This design comes from an exercise in tuning for small area and a short achievable clock period on the open sky130 flow, not from production work. RTL that was checked went through simulation tests only; none was proved equivalent to the original. Power and IR drop assume default switching activity.

run A:
// FPGA
module FPGA #(parameter NUM_OF_TAPS = 6, SIZE = 20, NUM_OF_MODULES = 16) (
	input clk,
	input wire rst,
	input wire rx,
	output wire tx,
	output reg found_smth,
	output wire startedmod,
	output wire t1, t2, t3
);
assign t1 = 1'b0;
assign t2 = 1'b0;
assign t3 = 1'b0;
wire [NUM_OF_MODULES*8-1:0] heads_a, heads_b;
wire [NUM_OF_MODULES-1:0] inj_a, inj_b, keep_a, keep_b;
wire [7:0] wbus;
wire [NUM_OF_MODULES-1:0] found;
wire [NUM_OF_MODULES-1:0] failure;
wire [NUM_OF_MODULES-1:0] ena;
wire any_found;
assign startedmod = ena[0];
Interface #(.NUM_OF_MODULES(NUM_OF_MODULES)) interfejs (
	.clk     (clk),
	.rst     (rst),
	.rx      (rx),
	.tx      (tx),
	.found   (found),
	.failure (failure),
	.ena     (ena),
	.inj_a   (inj_a),
	.inj_b   (inj_b),
	.keep_a  (keep_a),
	.keep_b  (keep_b),
	.wbus    (wbus),
	.heads_a (heads_a),
	.heads_b (heads_b),
	.any_found (any_found)
);
genvar k;
generate
for (k = 0; k < NUM_OF_MODULES; k = k + 1) begin: eng
	NLFSR #(.SIZE(SIZE)) rejestr (
  ...
For scale: roughly 4,700 cells after synthesis, about 1,600 flip-flops, about 9 I/O pins, roughly 58,000 sq um of cells after synthesis.
==> flow/config.mk <==
export PLATFORM = sky130hd
export DESIGN_NAME = FPGA
export DESIGN_NICKNAME = FPGA
export VERILOG_FILES = /design/flow/design.v
export SDC_FILE = /design/flow/constraint.sdc
export NUM_CORES = 8
export LEC_CHECK = 0
export CAP_MARGIN = 20
export CORE_MARGIN = 2
export CORE_UTILIZATION = 60
export CTS_CLUSTER_DIAMETER = 100
export CTS_CLUSTER_SIZE = 27
export PLACE_DENSITY_LB_ADDON = 0.2
export SLEW_MARGIN = 20
==> flow/constraint.sdc <==
create_clock -name core_clock -period 10.0 [get_ports {clk}]
set_input_delay 2.0000 -clock core_clock [delete_from_list [all_inputs] [get_ports {clk}]]
set_output_delay 2.0000 -clock core_clock [all_outputs]
set_load 0.01 [all_outputs]
standard.sh (not shown) runs the stock make flow with config.mk's settings and CLKGATE_MAP_FILE= SYNTH_SCRIPT=/design/flow/synth_recipe.tcl, a recipe that flattens the netlist after the stock synthesis.
==> flow/flow/run.sh <==
#!/bin/bash
# The standard layout (the standard.sh, which runs the standard synthesis
# unchanged), with three changes to how it is optimised:
#  - repair_timing is asked for more setup slack than the 10 ns clock needs
#    (flow/setup_margin), so the critical paths get sized and buffered down
#    towards the period the design can reach;
#  - sizing may swap a cell for any cell of the same function, not only one of
#    the same footprint;
#  - the port buffers are buf_4 cells instead of the delay buffers
#    buffer_ports picks by default.
set -euo pipefail
MARGIN=$(cat flow/setup_margin)
bash standard.sh \
	SETUP_SLACK_MARGIN=$MARGIN \
	MATCH_CELL_FOOTPRINT=0 \
	"BUFFER_PORTS_ARGS=-buffer_cell sky130_fd_sc_hd__buf_4" \
	finish > standard.log 2>&1
==> flow/flow/setup_margin <==
7.0
Setup changes, run A to run B
==> flow/flow/setup_margin <==
7.1
-- flow/config.mk --
<<< run A, line 11
export CTS_CLUSTER_DIAMETER = 100
export CTS_CLUSTER_SIZE = 27
export PLACE_DENSITY_LB_ADDON = 0.2
>>> run B, line 11
export CTS_CLUSTER_DIAMETER = 100
export CTS_CLUSTER_SIZE = 24
export PLACE_DENSITY_LB_ADDON = 0.2
==> comparison <==
Every stage of the flow completed for run B, and the final layout passed the timing, DRC and antenna checks.
Of run B and run A, run B shows the higher utilization, with run A below it.
Per the comparison of run B with run A, average wire per standard cell went up by 1.1%, fmax now sits at about the same level, clock-buffer cell count has increased.
The following lists how run C was set up differently from run B:
==> flow/flow/setup_margin <==
7.0
Notes after the runs:
Comparing run C and run B, the lower internal cell power is on run B. Register-to-register slack on run C is down relative to run B. Sequential share of layout area: run C vs run B — no meaningful difference. Run C and run B ended up with nearly the same clock power share.

before:
FPGA, a different RTL version from the one above (not shown whole).
Size: about 9 I/O pins, roughly 59,000 sq um of cells after synthesis.
clock: 10.0 ns
lec_check: 0
cap_margin: 20
core_margin: 2
core_utilization: 60
cts_cluster_diameter: 100
cts_cluster_size: 24
place_density_lb_addon: 0.2
slew_margin: 20
==> flow/flow/setup_margin <==
6.9
Scripts as last shown in full above: flow/flow/run.sh
before went all the way through the flow, and no timing, DRC or antenna check failed.
Input changes introduced in after (baseline for comparison: before):
- swapping 60 for 70 in CORE_UTILIZATION
### Flow results
- Placed wire-length estimate delta (after − before): favourable
- Summary — number of placed cells counting well taps, after relative to before: lower, by 3.3%.
- Clock insertion delay at the later pin of the skew report ended up 0.03 ns lower on after than on before.
- Total power essentially unchanged between before and after.
- Of before and after, the higher final cell count belongs to before.
- The higher global router's overall resource usage of before and after is in after.
- Depth of the most critical reg-to-reg path ends up lower on before.
- Of before and after, before shows the higher part of the total power dissipated in combinational logic, with after below it.
- Delta(worst slack at placement, after - before) < 0
No run of this note included a check of the RTL's function; only the layout flow was run.

rev 12:
Another version of the RTL of FPGA (not shown whole).
Size: ~4700 cells after synthesis, about 1600 flip-flops, about 0.059 mm^2 of cells after synthesis.
==> flow/config.mk <==
export PLATFORM = sky130hd
export DESIGN_NAME = FPGA
export DESIGN_NICKNAME = FPGA
export VERILOG_FILES = /design/flow/design.v
export SDC_FILE = /design/flow/constraint.sdc
export NUM_CORES = 8
export LEC_CHECK = 0
export CAP_MARGIN = 20
export CORE_MARGIN = 2
export CORE_UTILIZATION = 60
export CTS_CLUSTER_DIAMETER = 100
export CTS_CLUSTER_SIZE = 24
export PLACE_DENSITY_LB_ADDON = 0.2
export SLEW_MARGIN = 20
==> flow/constraint.sdc <==
create_clock -name core_clock -period 10.0 [get_ports {clk}]
set_input_delay 2.0000 -clock core_clock [delete_from_list [all_inputs] [get_ports {clk}]]
set_output_delay 2.0000 -clock core_clock [all_outputs]
set_load 0.01 [all_outputs]
Scripts as last shown in full above: flow/flow/run.sh, flow/flow/setup_margin
Rev 12 went all the way through the flow, and no timing, DRC or antenna check failed.
The following lists how rev 13 was set up differently from rev 12:
==> flow/flow/setup_margin <==
7.0
[summary]
- Routability-driven placement congestion ratio in rev 13 vs rev 12: up about 1.2%
- Diff rev 13..rev 12 | net switching share of the total power | negligible
- Cmp rev 13 vs rev 12: arrival time of the worst setup path lower in rev 13
- Rev 12 → rev 13: total chip power shows no meaningful change, routed wire length shows an increase of 1.6%, antenna diode count shows an increase of 1, met2 demand-to-capacity share in global routing shows no meaningful change, share of the final layout cell area in multi-input gates shows no meaningful change.
- Area share of buffers outside the clock network essentially unchanged between rev 13 and rev 12.
No run of this note included a check of the RTL's function; only the layout flow was run.

static timing again, ports no longer ideal:
The results above use ideal ports. As a check the final layouts listed here were re-extracted and re-timed, cells and wires unchanged. Step 1 (the two cells are an assumption about what drives the block):
set clk [get_ports {clk}]
set_driving_cell -lib_cell sky130_fd_sc_hd__clkbuf_16 $clk
set_driving_cell -lib_cell sky130_fd_sc_hd__buf_2 [delete_from_list [all_inputs] $clk]
Step 2 also shifts input and output timing later by t, the mid clock arrival at the registers, as if the neighbouring blocks saw the same clock. Slacks: ideal ports / drivers / drivers and shift; pairs: ideal ports / drivers.
| run | t (ns) | slack for setup (ns) | worst hold slack (ns) | worst setup path at the end | worst data-port slew with drivers (ns) |
|---|---|---|---|---|---|
| run A | 0.767 | 6.808 / 6.731 / 6.503 | 0.340 / 0.340 / 0.340 | input to register | 0.03 |
| run B | 0.760 | 6.803 / 6.726 / 6.631 | 0.338 / 0.338 / 0.338 | input to register | 0.03 |
| run C | 0.753 | 6.825 / 6.745 / 6.489 | 0.342 / 0.342 / 0.342 | input to register | 0.03 |
| before | 0.756 | 6.816 / 6.743 / 6.498 | 0.339 / 0.339 / 0.339 | input to register | 0.03 |
| after | 0.722 | 6.812 / 6.743 / 6.460 | 0.338 / 0.338 / 0.338 | input to register | 0.08 |
| rev 12 | 0.746 | 6.821 / 6.746 / 6.752 | 0.333 / 0.333 / 0.333 | input to register | 0.04 |
| rev 13 | 0.740 | 6.845 / 6.774 / 6.777 | 0.334 / 0.334 / 0.334 | input to register | 0.03 |
After both steps setup and hold are still met in every run listed. The setup slack of after, which loses most, moves by -0.069 ns with the drivers and by -0.352 ns with both steps.
